This is an optimization exercise on Yosys and OpenROAD, whose aim is a short achievable clock period and few clock cycles, not a production implementation. RTL that was checked went through simulation tests only; none was proved equivalent to the original. Only the layout flow was run in runs 1 and 3; the RTL was not checked for function there. Power is estimated from default activity; no workload was simulated.

--- config.mk ---
export PLATFORM = sky130hd
export DESIGN_NAME = mips_core
export DESIGN_NICKNAME = mips_core
export VERILOG_FILES = /design/flow/design.v
export SDC_FILE = /design/flow/constraint.sdc
export NUM_CORES = 4
export LEC_CHECK = 0
export ABC_CLOCK_PERIOD_IN_PS = 3000
export CAP_MARGIN = 20
export CORE_MARGIN = 2
export CORE_UTILIZATION = 30
export PLACE_DENSITY = 0.5
export SLEW_MARGIN = 20
--- constraint.sdc ---
create_clock -name core_clock -period 11.0 [get_ports {clk}]
set_input_delay 2.2000 -clock core_clock [delete_from_list [all_inputs] [get_ports {clk}]]
set_output_delay 2.2000 -clock core_clock [all_outputs]
set_load 0.01 [all_outputs]
--- flow/run.sh ---
#!/bin/bash
# The standard layout, with the timing repair passes aiming for a setup slack
# well beyond the clock period's (the constraints themselves are unchanged).
set -euo pipefail
bash standard.sh SETUP_SLACK_MARGIN=7.5 TNS_END_PERCENT=20 finish > standard.log 2>&1
--- design.v ---
module mips_core (clk, rst, iaddr, idata, daddr, dwr, ddout, ddin);
	input  clk;
	input  rst;
	output [31:0] iaddr;
	input  [31:0] idata;
	output [31:0] daddr;
	output        dwr;
	output [31:0] ddout;
	input  [31:0] ddin;
	reg [31:0] pc;
	reg        vD;
	reg [31:0] irD;
	reg [31:0] pcp1D;
	reg [31:0] predD;
	reg        vE;
	reg [31:0] aE, bE, sdE;
	reg        fA_M, fA_W, fB_M, fB_W, fS_M, fS_W;
	reg [4:0]  shE;
	reg        opAddE, opSubE, opSltE, opAndE, opOrE, opXorE, opNorE, opSllE, opSrlE, opPassE;
	reg        wenE, memtoregE, swE, brE, jregE;
	reg [4:0]  wdE;
	reg [31:0] altE, predE;
	reg [31:0] resM, sdM;
	reg        wenM, memtoregM, dwrM;
	reg [4:0]  wdM;
	reg [31:0] resW;
	reg        wenW;
	reg [4:0]  wdW;
	reg [31:0] rf [1:31];
	reg [31:0] ras;
	reg [31:0] jt [0:3];
	reg [1:0]  pcloD, pcloE;
	reg        jalrE;
	assign iaddr = pc;
	wire [31:0] pcp1 = pc + 32'd1;
	wire [5:0] opF = idata[31:26];
	wire [5:0] fnF = idata[5:0];
	wire jF   = (opF == 6'h02) | (opF == 6'h03);
	wire bneF = (opF == 6'h05) & (idata[15:0] != 16'd0);
	wire jrF  = (opF == 6'h00) & (fnF == 6'h08);
	wire jalrF = (opF == 6'h00) & (fnF == 6'h09);
	wire [31:0] jTgtF = {pcp1[31:13], idata[12:0]};
	wire [32:0] bTgtF = {pc, 1'b1} + {{16{idata[15]}}, idata[15:0], 1'b1};
	wire [31:0] nextF = jF ? jTgtF : bneF ? bTgtF[32:1] : jrF ? ras : jalrF ? jt[pc[1:0]] : pcp1;
	wire [5:0] opD = irD[31:26];
	wire [5:0] fnD = irD[5:0];
	wire [4:0] rsD = irD[25:21];
	wire [4:0] rtD = irD[20:16];
	wire [4:0] rdD = irD[15:11];
	wire [31:0] seD = {{16{irD[15]}}, irD[15:0]};
	wire rtypeD = (opD == 6'h00);
	wire fAddD  = rtypeD & ((fnD == 6'h20) | (fnD == 6'h21));
	wire fSubD  = rtypeD & ((fnD == 6'h22) | (fnD == 6'h23));
	wire fAndD  = rtypeD & (fnD == 6'h24);
	wire fOrD   = rtypeD & (fnD == 6'h25);
	wire fXorD  = rtypeD & (fnD == 6'h26);
	wire fNorD  = rtypeD & (fnD == 6'h27);
	wire fSltD  = rtypeD & ((fnD == 6'h2a) | (fnD == 6'h2b));
	wire fSllD  = rtypeD & (fnD == 6'h00);
	wire fSrlD  = rtypeD & (fnD == 6'h02);
	wire jrD    = rtypeD & (fnD == 6'h08);
	wire jalrD  = rtypeD & (fnD == 6'h09);
	wire rRegD  = fAddD | fSubD | fAndD | fOrD | fXorD | fNorD | fSltD;
	wire iAddD  = (opD == 6'h08) | (opD == 6'h09);
	wire iAndD  = (opD == 6'h0c);
	wire iOrD   = (opD == 6'h0d);
	wire iSltD  = (opD == 6'h0a);
	wire luiD   = (opD == 6'h0f);
	wire lwD    = (opD == 6'h23);
	wire swD    = (opD == 6'h2b);
	wire beqD   = (opD == 6'h04);
	wire bneD   = (opD == 6'h05);
	wire jD     = (opD == 6'h02);
	wire jalD   = (opD == 6'h03);
	wire usesRsD = rRegD | jrD | jalrD | iAddD | iAndD | iOrD | iSltD | lwD | swD | beqD | bneD;
	wire usesRtD = rRegD | fSllD | fSrlD | swD | beqD | bneD;
	wire [4:0] wdD = (jalD | jalrD) ? 5'd31 : rtypeD ? rdD : rtD;
	wire writesD = rtypeD | iAddD | iAndD | iOrD | iSltD | luiD | lwD | jalD;
	wire wenD = writesD & (wdD != 5'd0);
	wire [31:0] rfA = (rsD == 5'd0) ? 32'd0 : rf[rsD];
	wire [31:0] rfB = (rtD == 5'd0) ? 32'd0 : rf[rtD];
	wire [31:0] rsvD = (wenW && wdW == rsD) ? resW : rfA;
	wire [31:0] rtvD = (wenW && wdW == rtD) ? resW : rfB;
	wire stallD = vD & vE & memtoregE & wenE &
	              ((usesRsD & (wdE == rsD)) | (usesRtD & (wdE == rtD)));
	wire [31:0] brTgtD = pcp1D + seD;
	wire immZeroD = (irD[15:0] == 16'd0);
	wire [31:0] A  = fA_M ? resM : fA_W ? resW : aE;
	wire [31:0] B  = fB_M ? resM : fB_W ? resW : bE;
	wire [31:0] SD = fS_M ? resM : fS_W ? resW : sdE;
	wire subE = opSubE | opSltE;
	wire [32:0] sumE = {1'b0, A} + {1'b0, B ^ {32{subE}}} + {32'd0, subE};
	wire ltE = ~sumE[32];
	wire [31:0] resE =
		({32{opAddE | opSubE}} & sumE[31:0]) |
		({32{opSltE}} & {31'd0, ltE}) |
		({32{opAndE}} & (A & B)) |
		({32{opOrE}}  & (A | B)) |
		({32{opXorE}} & (A ^ B)) |
		({32{opNorE}} & ~(A | B)) |
		({32{opSllE}} & (B << shE)) |
		({32{opSrlE}} & (B >> shE)) |
		({32{opPassE}} & bE);
	wire eqE = (A == B);
	wire redirE = vE & ((brE & eqE) | (jregE & (A != predE)));
	wire [31:0] tgtE = jregE ? A : altE;
	wire advD = vD & ~stallD & ~redirE;
	assign daddr = resM;
	assign ddout = sdM;
	assign dwr   = dwrM;
	always @(posedge clk) begin
		if (rst) begin
			pc <= 32'd0;
			vD <= 1'b0;
		end else if (redirE) begin
			pc <= tgtE;
			vD <= 1'b0;
		end else if (!stallD) begin
			pc <= nextF;
			vD <= 1'b1;
		end
		if (!stallD) begin
			irD <= idata;
			pcp1D <= pcp1;
			predD <= nextF;
			pcloD <= pc[1:0];
		end
		if (rst) begin
			vE <= 1'b0;
			wenE <= 1'b0;
			memtoregE <= 1'b0;
			swE <= 1'b0;
			brE <= 1'b0;
			jregE <= 1'b0;
			jalrE <= 1'b0;
		end else begin
			jalrE <= advD & jalrD;
			vE <= advD;
			wenE <= advD & wenD;
			memtoregE <= advD & lwD;
			swE <= advD & swD;
			brE <= advD & (beqD | bneD) & ~immZeroD;
			jregE <= advD & (jrD | jalrD);
		end
		wdE <= wdD;
		aE <= rsvD;
		bE <= luiD ? {irD[15:0], 16'd0} :
		      (jalD | jalrD) ? pcp1D :
		      (iAddD | iAndD | iOrD | iSltD | lwD | swD) ? seD :
		      (rRegD | fSllD | fSrlD | beqD | bneD) ? rtvD : 32'd0;
		sdE <= rtvD;
		shE <= irD[10:6];
		fA_M <= wenE & (wdE == rsD);
		fA_W <= wenM & (wdM == rsD);
		fB_M <= (rRegD | fSllD | fSrlD | beqD | bneD) & wenE & (wdE == rtD);
		fB_W <= (rRegD | fSllD | fSrlD | beqD | bneD) & wenM & (wdM == rtD);
		fS_M <= wenE & (wdE == rtD);
		fS_W <= wenM & (wdM == rtD);
		opAddE <= fAddD | iAddD | lwD | swD;
		opSubE <= fSubD;
		opSltE <= fSltD | iSltD;
		opAndE <= fAndD | iAndD;
		opOrE  <= fOrD | iOrD;
		opXorE <= fXorD;
		opNorE <= fNorD;
		opSllE <= fSllD;
		opSrlE <= fSrlD;
		opPassE <= luiD | jalD | jalrD | (rtypeD & ~rRegD & ~fSllD & ~fSrlD);
		altE <= beqD ? brTgtD : pcp1D;
		predE <= predD;
		pcloE <= pcloD;
		if (rst) begin
			jt[0] <= 32'd0;
			jt[1] <= 32'd0;
			jt[2] <= 32'd0;
			jt[3] <= 32'd0;
		end else if (jalrE)
			jt[pcloE] <= A;
		if (rst)
			ras <= 32'd0;
		else if (advD & (jalD | jalrD))
			ras <= pcp1D;
		if (rst) begin
			wenM <= 1'b0;
			memtoregM <= 1'b0;
			dwrM <= 1'b0;
		end else begin
			wenM <= wenE;
			memtoregM <= memtoregE;
			dwrM <= swE;
		end
		wdM <= wdE;
		resM <= resE;
		sdM <= SD;
		if (rst)
			wenW <= 1'b0;
		else
			wenW <= wenM;
		wdW <= wdM;
		resW <= memtoregM ? ddin : resM;
		if (wenW)
			rf[wdW] <= resW;
	end
endmodule
--- standard.sh ---
#!/bin/bash
# synth_recipe.tcl (not shown) runs the flow's synth.tcl, then flattens the netlist and writes it again
# the make line also repeats each setting of config.mk as NAME=value (left out here)
make -C /OpenROAD-flow-scripts/flow DESIGN_CONFIG=/design/flow/config.mk WORK_HOME=/design/flow/orfs CLKGATE_MAP_FILE= SYNTH_SCRIPT=/design/flow/synth_recipe.tcl "${@:-finish}"
==> results of run 1 <==
-- worst max-delay path, stage by stage --
cell and delay (ns):
buf_8 0.10, buf_12 0.13, inv_12 0.05, ha_4 0.13
inv_2 0.04, fa_2 0.37, a211oi_2 0.23, o211ai_1 0.11
buf_4 0.18, buf_6 0.12, a2111oi_4 0.30, nor3_2 0.12
a41oi_2 0.19, buf_4 0.18, xor2_4 0.16, a222oi_1 0.11
mux2_4 0.28, o21a_1 0.17
-- cells in the mapped netlist, drive strengths merged, types with 7 or more instances --
cell type,number,area share
nand4,19,0.0015
a221oi,13,0.0014
xor2,88,0.0096
dfxtp,382,0.095
nor2b,19,0.0015
a21o,50,0.0047
and3,18,0.0014
nand2b,22,0.0017
and2,24,0.0019
nor4,29,0.0023
a22o,16,0.0017
o31a,12,0.0013
xnor2,102,0.011
mux4,612,0.17
a31oi,29,0.0023
ha,158,0.025
or3,14,0.0012
mux2,90,0.013
and4,8,0.00087
a211oi,122,0.011
o211ai,48,0.0045
o21bai,10,0.00093
mux2i,341,0.043
o21ai,266,0.017
nand2,418,0.019
o21a,56,0.0052
a21boi,11,0.0010
nor2,481,0.023
nor3,43,0.0028
buf,151,0.0086
edfxtp,1218,0.45
o311ai,10,0.0011
o31ai,12,0.0011
nor3b,8,0.00075
nand3b,9,0.00084
o221ai,15,0.0016
inv,123,0.0057
a211o,12,0.0013
clkbuf,279,0.013
a22oi,7,0.00065
o22ai,14,0.0011
a21oi,270,0.017
nand3,61,0.0038
a222oi,42,0.0052
-- routing by layer --
layer / wire (microns) / global-route usage / share of wire
met5: 22 / 0 / 0.000066
met4: 21110 / 0.1314 / 0.064
met3: 23790 / 0.03564 / 0.072
met2: 157900 / 0.3851 / 0.48
met1: 128100 / 0.3002 / 0.39
-- worst paths after layout --
path                  start        end  slack (ns)  cells after the start
setup / recovery   idata[0]     pc[18]        6.60                     18
hold reg to reg   predD[30]  predE[30]        0.34                      0
hold / removal    predD[30]  predE[30]        0.34                      0
setup reg to reg       fB_W   resM[29]        7.02                     14
-- final cells by class --
type,instances,share of cell area
Sequential cell,1600,0.4536
Multi-Input combinational cell,3656,0.3680
Timing Repair Buffer,629,0.06523
Clock buffer,239,0.05015
Tap cell,3552,0.04532
Clock inverter,95,0.01155
Inverter,124,0.005550
Antenna cell,20,0.0005103
Timing Repair inverter,1,0.00008931
-- through the flow --
stage / hold slack, ns / util / instances / power [mW] / worst slack, ns
2_1_floorplan: 0.3233 / - / 5808 / 7.744 / 5.913
3_3_place_gp: 0.3245 / 0.3237 / 9259 / 8.488 / 4.329
3_5_place_dp: 0.3293 / 0.3237 / 9260 / 8.488 / 4.515
4_1_cts: 0.3214 / 0.3611 / 9783 / 14.86 / 6.528
5_1_grt: 0.3253 / 0.3666 / 9908 / 15.23 / 6.480
6_report: 0.3365 / 0.3667 / 9916 / 14.82 / 6.597
-- power breakdown --
group / total, mW / internal (mW) / switching [mW] / leakage, nW
sequential: 6.74 / 6.60 / 0.146 / 14.8
combinational: 1.88 / 0.751 / 1.13 / 16.4
clock: 6.20 / 3.53 / 2.67 / 2.93
total: 14.8 / 10.9 / 3.95 / 34.1
-- logic make-up (layout without fill, tap and decap cells) --
logic type | count (synthesis) | count (layout) | synth area share
fa+ha+maj | 162 | 162 | 0.02543
xor+xnor | 190 | 190 | 0.02067
other cells | 0 | 20 | 0
compound gates | 1060 | 1061 | 0.08540
simple gates | 1199 | 1200 | 0.06526
flops | 1600 | 1600 | 0.5493
mux | 1043 | 1043 | 0.2266
buf+inv | 554 | 1088 | 0.02737
-- timing repair --
item / CTS / global route
pin swaps: 152 / 33
endpoints found under the setup margin: 637 / 580
buffers inserted: 170 / 109
gates resized for setup: 618 / 331
cloned: 19 / 4
==> impl_results.md, run 1 <==
- Outcome: complete, no violations
- Global-route usage over all layers: 0.2361
- Setup TNS: 0 ns
- Seq/Total Area, Yosys: 0.5493
- Global-route wire length before repair: roughly 450000 microns
- Slew Limit Fails: 0
- GRT overflow: 0
- FILL cells: around 25000
- Core ar.: 267400 sq um
- FF+latch area: 44480 sq um
- CTS root buffer: clkbuf_16
- Reg with most FFs: rf
- Most frequent cells in the layout: 1218 x edfxtp_1, 612 x mux4_2, 443 x nor2_1
- Setup violations, final: 0
- TritonRoute pass-1 iters: 9
- Min cycle time layout: roughly 4.4 ns
- Cell area after layout: 98070 sq um
- Final Cycle Share: 0.4003
- Async set-reset flop share out of synthesis: 0
- Initial antenna violation count: 20
- Multi-input gate area: approximately 36000 sq um
- Slew HR: 0.2440
- Yosys cell types: 90
- Peak VDD IR: around 0.14 mV
- Clk sinks: 1600
- Die ar.: 272500 sq um
- Nets: 6420
- Wire per inst: approximately 33 microns
- Yosys reg bits: between 1500 and 2000
- Pwr dens: 151.2 nW/um^2
- DRC Markers: 0
- Worst slew pin tran: 1.134 ns
- Area Overhead vs Synth: 21.82%
- Hold-fix buffers, CTS: 0
- Synthesized net count: roughly 6000
- Cells after Synth: 5808
- Vias in the first global route: 55210
- Syn. warnings: 1
- Max Clk Rate: 227.1 MHz
- DR vias/cell: 5.689
- Clock latency on the worst-skew pair: 0.88 ns
- Final hold viol count: 0
- Top_reg_cell synth: edfxtp_1
- Post-Synthesis Cell Area: slightly above 80000 sq um
- Max FFs per register: 992
- Routed WL: approximately 330000 microns
- EDFF count, synth: ~1200
- Share of layout cells above drive strength 1: 0.3044
- Routability Congestion: 0.9452
- CP Data Required Time: 11.77 ns
- CTS tree: yes
- Type of the worst setup path: in2reg
- Unrepaired setup endpoints after global routing: yes
- Chip width: 522.0 microns
- Clock transition at path regs: ~0.060 ns
- Worst hold path type: reg2reg
- Commonest non-fill, non-tap cell in the layout: edfxtp_1
- Max-cap violation count: 0
- Clock tree buffer depth: 3
- Via count: 56410
- Final ANT Viol Nets: 0
- Starting DRC count in detailed routing: 6495
- Crit-path max FO: 3
- Worst setup SP type: primary input
- # port buffers: approximately 160
- Largest net degree at the start of global routing: 111
- H-Tree Depth: 4
- Largest regs: rf: 992 flops, jt: 128 flops
- FP Rows: 190
- Starting Density: 0.3010
- Total CTS buffers: 181
- Leak: 34.14 nW
- HPWL reported at the end of detailed placement: 204200 microns
- Die extent in y: 522.0 microns
- Placed Area: 86580 sq um
- CP Capture Type: flip-flop
- I/O Pins: around 160
- Worst Clk Skew: around 0.083 ns
- Worst endpoint data arrival time: 5.17 ns
- Avg Inst Size Synth: 13.86 sq um
==> run 2: changes to the inputs <==
--- a/design.v
+++ b/design.v
@@ -12,5 +12,4 @@
 	reg [31:0] irD;
 	reg [31:0] pcp1D;
-	reg [31:0] predD;
 	reg        vE;
 	reg [31:0] aE, bE, sdE;
@@ -29,18 +28,6 @@
 	reg [31:0] rf [1:31];
 	reg [31:0] ras;
-	reg [31:0] jt [0:3];
-	reg [1:0]  pcloD, pcloE;
-	reg        jalrE;
 	assign iaddr = pc;
 	wire [31:0] pcp1 = pc + 32'd1;
-	wire [5:0] opF = idata[31:26];
-	wire [5:0] fnF = idata[5:0];
-	wire jF   = (opF == 6'h02) | (opF == 6'h03);
-	wire bneF = (opF == 6'h05) & (idata[15:0] != 16'd0);
-	wire jrF  = (opF == 6'h00) & (fnF == 6'h08);
-	wire jalrF = (opF == 6'h00) & (fnF == 6'h09);
-	wire [31:0] jTgtF = {pcp1[31:13], idata[12:0]};
-	wire [32:0] bTgtF = {pc, 1'b1} + {{16{idata[15]}}, idata[15:0], 1'b1};
-	wire [31:0] nextF = jF ? jTgtF : bneF ? bTgtF[32:1] : jrF ? ras : jalrF ? jt[pc[1:0]] : pcp1;
 	wire [5:0] opD = irD[31:26];
 	wire [5:0] fnD = irD[5:0];
@@ -85,5 +72,9 @@
 	              ((usesRsD & (wdE == rsD)) | (usesRtD & (wdE == rtD)));
 	wire [31:0] brTgtD = pcp1D + seD;
+	wire [31:0] jTgtD  = {pcp1D[31:13], irD[12:0]};
 	wire immZeroD = (irD[15:0] == 16'd0);
+	wire jSeqD = (irD[12:0] == pcp1D[12:0]);
+	wire redirKindD = ((jD | jalD) & ~jSeqD) | (bneD & ~immZeroD) | jrD;
+	wire [31:0] tgtD = (jD | jalD) ? jTgtD : bneD ? brTgtD : ras;
 	wire [31:0] A  = fA_M ? resM : fA_W ? resW : aE;
 	wire [31:0] B  = fB_M ? resM : fB_W ? resW : bE;
@@ -105,4 +96,5 @@
 	wire redirE = vE & ((brE & eqE) | (jregE & (A != predE)));
 	wire [31:0] tgtE = jregE ? A : altE;
+	wire redirD = vD & ~stallD & ~redirE & redirKindD;
 	wire advD = vD & ~stallD & ~redirE;
 	assign daddr = resM;
@@ -116,13 +108,14 @@
 			pc <= tgtE;
 			vD <= 1'b0;
-		end else if (!stallD) begin
-			pc <= nextF;
+		end else if (stallD) begin
+			pc <= pc;
+		end else if (redirD) begin
+			pc <= tgtD;
+			vD <= 1'b0;
+		end else begin
+			pc <= pcp1;
 			vD <= 1'b1;
-		end
-		if (!stallD) begin
 			irD <= idata;
 			pcp1D <= pcp1;
-			predD <= nextF;
-			pcloD <= pc[1:0];
 		end
 		if (rst) begin
@@ -133,7 +126,5 @@
 			brE <= 1'b0;
 			jregE <= 1'b0;
-			jalrE <= 1'b0;
 		end else begin
-			jalrE <= advD & jalrD;
 			vE <= advD;
 			wenE <= advD & wenD;
@@ -168,13 +159,5 @@
 		opPassE <= luiD | jalD | jalrD | (rtypeD & ~rRegD & ~fSllD & ~fSrlD);
 		altE <= beqD ? brTgtD : pcp1D;
-		predE <= predD;
-		pcloE <= pcloD;
-		if (rst) begin
-			jt[0] <= 32'd0;
-			jt[1] <= 32'd0;
-			jt[2] <= 32'd0;
-			jt[3] <= 32'd0;
-		end else if (jalrE)
-			jt[pcloE] <= A;
+		predE <= jrD ? ras : pcp1D;
 		if (rst)
 			ras <= 32'd0;
==> run.sh (new file) <==
#!/bin/bash
# synth_recipe.tcl (not shown) runs the flow's synth.tcl, then flattens the netlist and writes it again
# the make line also repeats each setting of config.mk as NAME=value (left out here)
make -C /OpenROAD-flow-scripts/flow DESIGN_CONFIG=/design/flow/config.mk WORK_HOME=/design/flow/orfs CLKGATE_MAP_FILE= SYNTH_SCRIPT=/design/flow/synth_recipe.tcl finish
--- a/config.mk
+++ b/config.mk
@@ -11,3 +11,4 @@
 export CORE_UTILIZATION = 30
 export PLACE_DENSITY = 0.5
+export SETUP_SLACK_MARGIN = 5
 export SLEW_MARGIN = 20
removed: flow/run.sh
removed: standard.sh
==> run 2 against run 1 <==
Combinational power is 11% higher. Sequential share of layout area is 0.96 points higher. Largest cell class unchanged. Design area is 13% lower. First-iteration DRC count is 1.5% lower. Critical path type is now reg2reg. Largest power group unchanged.
==> impl_results.md, run 2 <==
- Outcome: complete, no violations
- Total CTS buffers: about 160
- Most frequent cell after synthesis: edfxtp_1
- Yosys cell types: 89
- Setup TNS: 0 ns
- Met1 Resource Use GR: 0.3135
- # port buffers: approximately 160
- Max FFs per register: about 1000
- Worst hold path type: reg2reg
- Crit-path max FO: 42
- Setup violations, final: 0
- Routed WL: 300800 microns
- Clock tree buffer depth: 3
- Initial antenna violation count: 26
- EDFF count, synth: around 1100
- Core ar.: between 200000 and 250000 sq um
- Top_reg_cell synth: edfxtp_1
- CP Data Required Time: between 10 and 15 ns
- Max Clk Rate: 169.9 MHz
- Area Overhead vs Synth: 15.12%
- Worst-case reg-to-reg path depth: 15
- Hold EP: wdM[3]
- Hold wc startpoint: wdE[3]
- CTS tree: yes
- Global-route usage over all layers: 0.2353
- Worst slew pin tran: about 1.3 ns
- Avg Inst Size Synth: 13.52 sq um
- Slew Limit Fails: 0
- Synth top area cells: edfxtp_1 43%, mux4_2 18%, dfxtp_1 10%
- Clock latency on the worst-skew pair: between 0.8 and 0.9 ns
- Critical R2R Launch: fA_W
- Syn. warnings: 1
- Routability Congestion: 0.9500
- CP Capture Type: flip-flop
- Chip width: 499.8 microns
- Max-cap violation count: 0
- Starting Density: 0.3006
- Worst Clk Skew: 0.05719 ns
- Min cycle time layout: 5.886 ns
- Synth top area share: 0.4301
- Unrepaired setup endpoints after global routing: no
- Reg with most FFs: rf
- Hold-fix buffers, CTS: 0
- Type of the worst setup path: reg2reg
- Count of non-filler cells in the finished layout: ~9000
- Met3 Track Usage GR: 0.03776
- Leak: 28.84 nW
- FP Rows: 182
- Clock transition at path regs: around 0.06 ns
- Share of layout cells above drive strength 1: 0.2081
- Setup Fix Bufs, Post-CTS: 0
- Most area-hungry cell type in the Yosys netlist: edfxtp_1
- Synthesized net count: roughly 5600
- Largest net degree at the start of global routing: about 130
- Pwr dens: 159.2 nW/um^2
- DRC Markers: 0
- Worst setup SP type: flip-flop
- Power Total: 13.52 mW
- Hold Path Depth: 0
- Peak VDD IR: approximately 0.17 mV
- Die extent in y: roughly 500 microns
- Commonest non-fill, non-tap cell in the layout: edfxtp_1
- H-Tree Depth: 4
- I/O Pins: around 160
- Starting DRC count in detailed routing: 6396
- Busiest metal layer after global routing: met2
- Wire per inst: 33.70 microns
- CTS root buffer: clkbuf_16
- Final WS setup: 5.114 ns
- Top cells by count, synth: 1056 x edfxtp_1, 589 x mux4_2, 585 x nand2_1
- Post-Synthesis Cell Area: approximately 74000 sq um
- HPWL reported at the end of detailed placement: 205000 microns
- Final ANT Viol Nets: 0
- Die ar.: around 250000 sq um
- Post-Place Worst Slack: 4.836 ns
- Cells after Synth: 5454
- FILL cells: 23510
- Slew HR: 0.1037
- TritonRoute pass-1 iters: 8
- Worst endpoint data arrival time: 6.59 ns
- Final hold viol count: 0
- Seq/Total Area, Yosys: 0.5324
- Clk sinks: 1433
- Async set-reset flop share out of synthesis: 0
- Vias in the first global route: 51350
- Yosys reg bits: approximately 1400
- Nets: approximately 5800
- DR vias/cell: 5.803
- Most frequent cells in the layout: 1056 x edfxtp_1, 589 x mux4_2, 584 x nand2_1
- DP Cell Count: 8619
- Via count: 51790
- GRT met2 Usage: 0.3749
- R2r setup slk: 5.11 ns
- GRT overflow: 0
- Global-route wire length before repair: 415300 microns
- Final Cycle Share: 0.5351
-- run 2: cell count changes after synthesis, moves of 24 or more --
cell,delta
nor2_1,-209
nand2_1,+167
edfxtp_1,-162
a21oi_1,-32
buf_2,-32
ha_1,-31
o211ai_1,+29
xnor2_1,-27
nor2b_1,+26
o21a_1,-24
xor2_1,-24
-- run 2: per-layer routing --
metal,share of wire,routed length (microns),vias up
met5,0.000073,22,-
met4,0.054,16230,4
met3,0.075,22610,565
met2,0.46,138600,2619
met1,0.41,123400,26890
li1,-,-,21710
-- run 2: power breakdown --
part           switching, mW  internal [mW]  leakage [nW]
combinational           1.27          0.808          13.4
clock                   2.36           2.95          2.50
sequential             0.185           5.93          12.9
total                   3.82           9.69          28.8
-- run 2: cells by family after synthesis --
| kind of cell | synth area share |
|---|---|
| mux | 0.2359 |
| simple gates | 0.07215 |
| fa+ha+maj | 0.02209 |
| compound gates | 0.09318 |
| flops | 0.5324 |
| xor+xnor | 0.01651 |
| buf+inv | 0.02776 |
-- run 2: worst max path at each step --
stage	slack (ns)	startpoint	end
final	5.11	fA_W	flip-flop
after global routing	5.03	fA_M	flip-flop
after CTS	5.04	fA_M	flip-flop
after detailed placement	4.84	fA_W	flip-flop
after global placement	4.15	fA_W	flip-flop
after floorplan	6.63	fA_M	resM[30]
-- run 2: critical path, cell delays in order, from the launching register on --
cell     delay (ns)
dfxtp_2        0.31
buf_4          0.48
mux2i_1        0.51
o21ai_0        0.15
buf_4          0.25
inv_1          0.07
ha_1           0.29
nor4_1         0.79
nand4_1        0.19
nor3_1         0.63
a21oi_4        0.10
buf_4          0.30
nand2_1        0.52
nor2_4         0.26
buf_4          0.37
mux2_1         0.41
-- run 2: cell type report --
cell class	count	area, sq um	share of cell area
Multi-Input combinational cell	3497	32780	0.3862
Clock buffer	212	4349	0.05124
Antenna cell	7	17.52	0.0002064
Tap cell	3220	4029	0.04746
Inverter	112	420.4	0.004953
Clock inverter	86	792.0	0.009331
Timing Repair Buffer	358	3178	0.03744
Sequential cell	1433	39320	0.4632
-- run 2: repair_timing --
item / 4_1_cts / 5_1_grt
resized for setup: 2 / 4
pin swaps: 0 / 1
cloned: 0 / 1
setup endpoints to repair: 10 / 43
-- run 2: through the flow --
step	hold WS (ns)	area [sq um]	util
CTS	0.4003	84850	0.3460
detailed placement	0.3847	79700	0.3250
global placement	0.3893	79620	0.3246
finish	0.3961	84880	0.3461
floorplan	0.3730	73730	-
global route	0.4098	84870	0.3460
Testbench counts of run 2, summed over its fixed seeds: cycles 14,659.
==> run 3: changes to the inputs <==
--- a/design.v
+++ b/design.v
@@ -12,4 +12,5 @@
 	reg [31:0] irD;
 	reg [31:0] pcp1D;
+	reg [31:0] predD;
 	reg        vE;
 	reg [31:0] aE, bE, sdE;
@@ -27,7 +28,34 @@
 	reg [4:0]  wdW;
 	reg [31:0] rf [1:31];
+	reg [31:0] rsOH, rtOH;    
 	reg [31:0] ras;
+	reg [31:0] jt [0:3];
+	reg [1:0]  pcloD, pcloE;
+	reg        jalrE;
 	assign iaddr = pc;
 	wire [31:0] pcp1 = pc + 32'd1;
+	wire [5:0] opF = idata[31:26];
+	wire [5:0] fnF = idata[5:0];
+	wire jF   = (opF == 6'h02) | (opF == 6'h03);
+	wire bneF = (opF == 6'h05) & (idata[15:0] != 16'd0);
+	wire jrF  = (opF == 6'h00) & (fnF == 6'h08);
+	wire jalrF = (opF == 6'h00) & (fnF == 6'h09);
+	wire [31:0] jTgtF = {pcp1[31:13], idata[12:0]};
+	wire [15:0] bg0 = {pc[15:1] & idata[15:1], pc[0] | idata[0]};
+	wire [15:0] bp0 = pc[15:0] ^ idata[15:0];
+	wire [15:0] bg1 = bg0 | (bp0 & {bg0[14:0], 1'b0});
+	wire [15:0] bp1 = bp0 & {bp0[14:0], 1'b0};
+	wire [15:0] bg2 = bg1 | (bp1 & {bg1[13:0], 2'b0});
+	wire [15:0] bp2 = bp1 & {bp1[13:0], 2'b0};
+	wire [15:0] bg3 = bg2 | (bp2 & {bg2[11:0], 4'b0});
+	wire [15:0] bp3 = bp2 & {bp2[11:0], 4'b0};
+	wire [15:0] bg4 = bg3 | (bp3 & {bg3[7:0], 8'b0});
+	wire [15:0] bTgtLo = bp0 ^ {bg4[14:0], 1'b1};
+	wire bC16 = bg4[15];
+	wire [15:0] pcHiP1 = pc[31:16] + 16'd1;
+	wire [15:0] pcHiM1 = pc[31:16] - 16'd1;
+	wire [15:0] bTgtHi = idata[15] ? (bC16 ? pc[31:16] : pcHiM1) : (bC16 ? pcHiP1 : pc[31:16]);
+	wire [31:0] bTgtF = {bTgtHi, bTgtLo};
+	wire [31:0] nextF = jF ? jTgtF : bneF ? bTgtF : jrF ? ras : jalrF ? jt[pc[1:0]] : pcp1;
 	wire [5:0] opD = irD[31:26];
 	wire [5:0] fnD = irD[5:0];
@@ -65,6 +93,14 @@
 	wire writesD = rtypeD | iAddD | iAndD | iOrD | iSltD | luiD | lwD | jalD;
 	wire wenD = writesD & (wdD != 5'd0);
-	wire [31:0] rfA = (rsD == 5'd0) ? 32'd0 : rf[rsD];
-	wire [31:0] rfB = (rtD == 5'd0) ? 32'd0 : rf[rtD];
+	reg [31:0] rfA, rfB;
+	integer ri;
+	always @(*) begin
+		rfA = 32'd0;
+		rfB = 32'd0;
+		for (ri = 1; ri < 32; ri = ri + 1) begin
+			rfA = rfA | ({32{rsOH[ri]}} & rf[ri]);
+			rfB = rfB | ({32{rtOH[ri]}} & rf[ri]);
+		end
+	end
 	wire [31:0] rsvD = (wenW && wdW == rsD) ? resW : rfA;
 	wire [31:0] rtvD = (wenW && wdW == rtD) ? resW : rfB;
@@ -72,9 +108,5 @@
 	              ((usesRsD & (wdE == rsD)) | (usesRtD & (wdE == rtD)));
 	wire [31:0] brTgtD = pcp1D + seD;
-	wire [31:0] jTgtD  = {pcp1D[31:13], irD[12:0]};
 	wire immZeroD = (irD[15:0] == 16'd0);
-	wire jSeqD = (irD[12:0] == pcp1D[12:0]);
-	wire redirKindD = ((jD | jalD) & ~jSeqD) | (bneD & ~immZeroD) | jrD;
-	wire [31:0] tgtD = (jD | jalD) ? jTgtD : bneD ? brTgtD : ras;
 	wire [31:0] A  = fA_M ? resM : fA_W ? resW : aE;
 	wire [31:0] B  = fB_M ? resM : fB_W ? resW : bE;
@@ -94,7 +126,20 @@
 		({32{opPassE}} & bE);
 	wire eqE = (A == B);
+	wire rsFromE = wenE & (wdE == rsD);
+	wire rtFromE = wenE & (wdE == rtD);
+	wire sumOpE = (opAddE | opSubE) & ~memtoregE;
+	wire [31:0] Ysum = B ^ {32{opSubE}};
+	wire [31:0] psum = A ^ Ysum;
+	wire [31:0] csum = {psum[30:0] | A[30:0], opSubE};
+	wire sumZeroD = (psum == csum);
+	wire resolvD = (rsD == rtD) |
+	               (sumOpE & rsFromE & (rtD == 5'd0)) |
+	               (sumOpE & rtFromE & (rsD == 5'd0));
+	wire eqD = (rsD == rtD) | sumZeroD;
+	wire brMayD = (beqD | bneD) & ~immZeroD;
+	wire redirD = vD & brMayD & resolvD & eqD & ~stallD & ~redirE;
+	wire [31:0] tgtD = beqD ? brTgtD : pcp1D;
 	wire redirE = vE & ((brE & eqE) | (jregE & (A != predE)));
 	wire [31:0] tgtE = jregE ? A : altE;
-	wire redirD = vD & ~stallD & ~redirE & redirKindD;
 	wire advD = vD & ~stallD & ~redirE;
 	assign daddr = resM;
@@ -108,14 +153,18 @@
 			pc <= tgtE;
 			vD <= 1'b0;
-		end else if (stallD) begin
-			pc <= pc;
 		end else if (redirD) begin
 			pc <= tgtD;
 			vD <= 1'b0;
-		end else begin
-			pc <= pcp1;
+		end else if (!stallD) begin
+			pc <= nextF;
 			vD <= 1'b1;
+		end
+		if (!stallD) begin
 			irD <= idata;
+			rsOH <= 32'd1 << idata[25:21];
+			rtOH <= 32'd1 << idata[20:16];
 			pcp1D <= pcp1;
+			predD <= nextF;
+			pcloD <= pc[1:0];
 		end
 		if (rst) begin
@@ -126,10 +175,12 @@
 			brE <= 1'b0;
 			jregE <= 1'b0;
+			jalrE <= 1'b0;
 		end else begin
+			jalrE <= advD & jalrD;
 			vE <= advD;
 			wenE <= advD & wenD;
 			memtoregE <= advD & lwD;
 			swE <= advD & swD;
-			brE <= advD & (beqD | bneD) & ~immZeroD;
+			brE <= advD & brMayD & ~resolvD;
 			jregE <= advD & (jrD | jalrD);
 		end
@@ -159,5 +210,13 @@
 		opPassE <= luiD | jalD | jalrD | (rtypeD & ~rRegD & ~fSllD & ~fSrlD);
 		altE <= beqD ? brTgtD : pcp1D;
-		predE <= jrD ? ras : pcp1D;
+		predE <= predD;
+		pcloE <= pcloD;
+		if (rst) begin
+			jt[0] <= 32'd0;
+			jt[1] <= 32'd0;
+			jt[2] <= 32'd0;
+			jt[3] <= 32'd0;
+		end else if (jalrE)
+			jt[pcloE] <= A;
 		if (rst)
 			ras <= 32'd0;
==> flow/run.sh (new file) <==
#!/bin/bash
# The standard layout, with two changes to how it is made:
#  - the timing repair passes aim for a setup slack well beyond the clock
#    period's (the constraints themselves are unchanged);
#  - adders are left to ABC's delay-driven mapping instead of being mapped
#    to full-adder cells first (the registers are unchanged).
set -euo pipefail
bash standard.sh SETUP_SLACK_MARGIN=7.5 TNS_END_PERCENT=20 ADDER_MAP_FILE= finish > standard.log 2>&1
==> standard.sh (new file) <==
#!/bin/bash
# synth_recipe.tcl (not shown) runs the flow's synth.tcl, then flattens the netlist and writes it again
# the make line also repeats each setting of config.mk as NAME=value (left out here)
make -C /OpenROAD-flow-scripts/flow DESIGN_CONFIG=/design/flow/config.mk WORK_HOME=/design/flow/orfs CLKGATE_MAP_FILE= SYNTH_SCRIPT=/design/flow/synth_recipe.tcl "${@:-finish}"
--- a/config.mk
+++ b/config.mk
@@ -6,9 +6,8 @@
 export NUM_CORES = 4
 export LEC_CHECK = 0
-export ABC_CLOCK_PERIOD_IN_PS = 3000
+export ABC_CLOCK_PERIOD_IN_PS = 1500
 export CAP_MARGIN = 20
 export CORE_MARGIN = 2
 export CORE_UTILIZATION = 30
 export PLACE_DENSITY = 0.5
-export SETUP_SLACK_MARGIN = 5
 export SLEW_MARGIN = 20
removed: run.sh
==> run 3 against run 2 <==
Still clean on timing, DRC and antenna. Sequential share of layout area rose by 1.4 points. Clock power rose by 17%. Non-clock buffer count rose by 374. Design area rose by 13%. Critical path depth rose by 3. Synthesized cell count rose by 23%. Fmax rose by 28%. First-iteration DRC count rose by 110%. Total power rose by 19%. Highest routed layer unchanged.
==> impl_results.md, run 3 <==
- Largest regs: rf: 992 flops, jt: 128 flops
- CTS tree: yes
- Worst setup SP type: flip-flop
- Hold-fix buffers, CTS: 0
- Type of the worst setup path: reg2reg
- GRT overflow: 0
- Outcome: complete, no violations
- Switching share of total power: 0.2916
- Hold Path Depth: 0
- Max-cap violation count: 0
- Final Cycle Share: 0.4171
- CTS root buffer: clkbuf_16
- Pwr dens: 166.3 nW/um^2
- Final Util: 0.3706
- Seq pwr share: 0.456
- Async set-reset flop share out of synthesis: 0
- Final hold viol count: 0
- Routed WL: roughly 440000 microns
- Cells after Synth: 6694
- Top_reg_cell synth: edfxtp_1
- Global-route wire length before repair: around 580000 microns
- Synth top area cells: edfxtp_1 49%, dfxtp_1 9.5%, a22oi_1 4.3%
- Final WS setup: 6.411 ns
- Starting DRC count in detailed routing: 13460
- Post-Synthesis Cell Area: 78550 sq um
- Worst slew pin tran: 1.355 ns
- Worst Clk Skew: around 0.09 ns
- Slew Limit Fails: 0
- Die ar.: 265900 sq um
- Core ar.: 259900 sq um
- DR vias/cell: approximately 6.6
- Comb power frac: 0.157
- Yosys cell types: between 80 and 90
- Top cell by count, worst path: buf_6
- Wire per inst: 40.70 microns
- Total CTS buffers: 178
- Top cells by count, synth: 1280 x edfxtp_1, 556 x nor2_1, 465 x clkbuf_1
- Nets: 7105
- Area Overhead vs Synth: 22.65%
- Synthesized net count: a little under 7000
- FILL cells: 25150
- Unrepaired setup endpoints after global routing: yes
- CP Data Required Time: 11.69 ns
- Worst hold path type: reg2reg
- Most frequent cell after synthesis: edfxtp_1
- Multi-input gate area: around 33000 sq um
- Clk sinks: approximately 1700
- Global-route usage over all layers: 0.3167
- Clock transition at path regs: 0.06 ns
- HPWL reported at the end of detailed placement: around 260000 microns
- Share of layout cells above drive strength 1: 0.1979
- FF+latch area: 45940 sq um
- Max FFs per register: ~990
- Crit-path cells: mux2i_1 -> o21ai_2 -> nand2_1 -> and2_2 -> a221o_1 -> a221oi_1 -> nand3_1 -> o21ai_2 -> nand4_1 -> a2111oi_4 -> buf_6 -> buf_6 -> buf_12 -> buf_16 -> buf_6 -> mux2i_1 -> o21ai_1 -> nor2b_2
- Max Clk Rate: 217.9 MHz
- Worst-case reg-to-reg path depth: 18
- Chip width: 515.7 microns
- H-Tree Depth: 4
- Min cycle time layout: about 4.6 ns
- # port buffers: 162
- Largest stage delay on the critical path: 0.76 ns
- R2r setup slk: around 6.4 ns
- EDFF count, synth: 1280
- Most frequent cells in the layout: 1280 x edfxtp_1, 506 x nor2_1, 447 x buf_4
- Final ANT Viol Nets: 0
- Clock latency on the worst-skew pair: 0.90 ns
- Slew HR: 0.08959
- Hold EP: predE[7]
- Setup TNS: 0 ns
- Vias in the first global route: about 67000
- Yosys reg bits: 1652
- Setup violations, final: 0
- Internal power: 11.35 mW
- Hold wc startpoint: predD[7]
- Die extent in y: ~520 microns
- DRC Markers: 0
- Clock tree buffer depth: 3
- Syn. warnings: 1
- Seq/Total Area, Yosys: 0.5842
- Initial antenna violation count: 37
- Starting Density: 0.3022
- Synth top area share: 0.4894
- Via count: 70300
- Routability Congestion: roughly 1
- Reg with most FFs: rf
- Critical R2R Launch: bE[27]
- I/O Pins: 163
- FP Rows: 187
- Worst endpoint data arrival time: 5.28 ns
- Crit-path max FO: 8
- Avg Inst Size Synth: around 12 sq um
- Slowest stage cell on the critical path: dfxtp_1
- Post-Place Worst Slack: 4.778 ns
- Peak VDD IR: 0.1787 mV
- Most area-hungry cell type in the Yosys netlist: edfxtp_1
- CP Capture Type: flip-flop
- TritonRoute pass-1 iters: 10
- Largest net degree at the start of global routing: 79
- Leak: 32.30 nW
- Sw power: 4.673 mW
- Clock power share: 0.387
- Commonest non-fill, non-tap cell in the layout: edfxtp_1
-- run 3: cell families after synthesis --
logic type	synth area share
flops	0.5842
simple gates	0.09820
buf+inv	0.03203
xor+xnor	0.03446
fa+ha+maj	0.003313
compound gates	0.1911
mux	0.05677
-- run 3: area by class of cell --
class	count	area share
flip-flops and latches	1652	0.4769
multi-input cells	4401	0.3400
repair buffers	732	0.07295
clock buffers	228	0.04936
well taps	3496	0.04540
clock inverters	105	0.01214
inverters	73	0.002909
diodes	13	0.0003377
repair inverters	1	0.00005195
-- run 3: worst max-delay path by stage --
stage                         from         to  slack [ns]  cells after the start
after CTS                  resM[3]   daddr[3]        6.58                      1
after floorplan           idata[5]     pc[23]        6.24                     15
after global routing          fB_W     pc[13]        6.33                     20
after global placement        fA_M     pc[21]        4.75                     17
final                       bE[27]  flip-flop        6.41                     18
after detailed placement      fA_M     pc[18]        4.78                     17
-- run 3: metrics by stage --
stage / power [mW] / hold WS [ns] / area (sq um) / cells
floorplan: 8.308 / 0.3233 / 78660 / 6694
global placement: 9.480 / 0.3232 / 85070 / 10090
detailed placement: 9.476 / 0.3269 / 85120 / 10090
CTS: 15.85 / 0.3177 / 95460 / 10630
global route: 16.33 / 0.3257 / 96310 / 10690
finish: 16.03 / 0.3220 / 96340 / 10700
-- run 3: what timing repair did --
| item | 4_1_cts | 5_1_grt |
|---|---|---|
| resized for setup | 613 | 78 |
| endpoints found under the setup margin | 519 | 523 |
| setup buffers | 189 | 55 |
| cloned | 20 | 1 |
| pin swaps | 125 | 57 |
-- run 3: metal layers --
metal | up-vias | track usage | wire length (microns)
li1 | 27160 | - | -
met1 | 34800 | 0.3888 | 153700
met2 | 6574 | 0.4623 | 182000
met3 | 1726 | 0.1096 | 61190
met4 | 34 | 0.2245 | 38320
met5 | - | 0 | 250
-- run 3: worst max-delay path: cells and delay by family, from the launching register on --
| kind | cells | cell delay (ns) |
|---|---|---|
| AND/OR/NAND/NOR | 5 | 1.03 |
| buffers and inverters | 5 | 0.60 |
| multiplexers | 2 | 0.40 |
| flip-flops | 1 | 0.76 |
| AO/OA/AOI/OAI | 6 | 1.65 |
-- run 3: power groups by stage --
stage | Combinational [mW] | Sequential, mW | Clock (mW)
6_report | 2.51 | 7.31 | 6.21
5_1_grt | 2.54 | 7.30 | 6.48
3_5_place_dp | 2.06 | 7.41 | 0
3_3_place_gp | 2.06 | 7.42 | 0
2_1_floorplan | 0.920 | 7.39 | 0
4_1_cts | 2.33 | 7.29 | 6.23

port drivers added, routing unchanged:
How much do the figures lean on ideal ports? The routed layouts below were timed once more, with nothing changed but the port constraints.
Step 1 assumes that a clkbuf_16 drives the clock port and a buf_2 every other input.
Step 2 also shifts input and output timing later by t, the mid clock arrival at the registers, as if the neighbouring blocks saw the same clock.
a / b / c = ideal ports / drivers / drivers and shift; a / b = the first two.
| run | t, ns | setup slack, ns | worst setup path at the end | clock arrival spread, ns | worst slew at a driven data input, ns |
|---|---|---|---|---|---|
| run 1 | 0.936 | 6.597 / 6.639 / 5.703 | input to register | 0.091 / 0.091 | 0.14 |
| run 2 | 0.896 | 5.114 / 5.114 / 5.114 | register to register | 0.064 / 0.064 | 0.09 |
| run 3 | 0.951 | 6.411 / 6.411 / 5.746 | input to register | 0.094 / 0.094 | 0.11 |
After both steps every run listed still meets setup and hold. For run 1, which loses most, drivers alone change the setup slack by +0.042 ns; drivers and shift together by -0.894 ns.
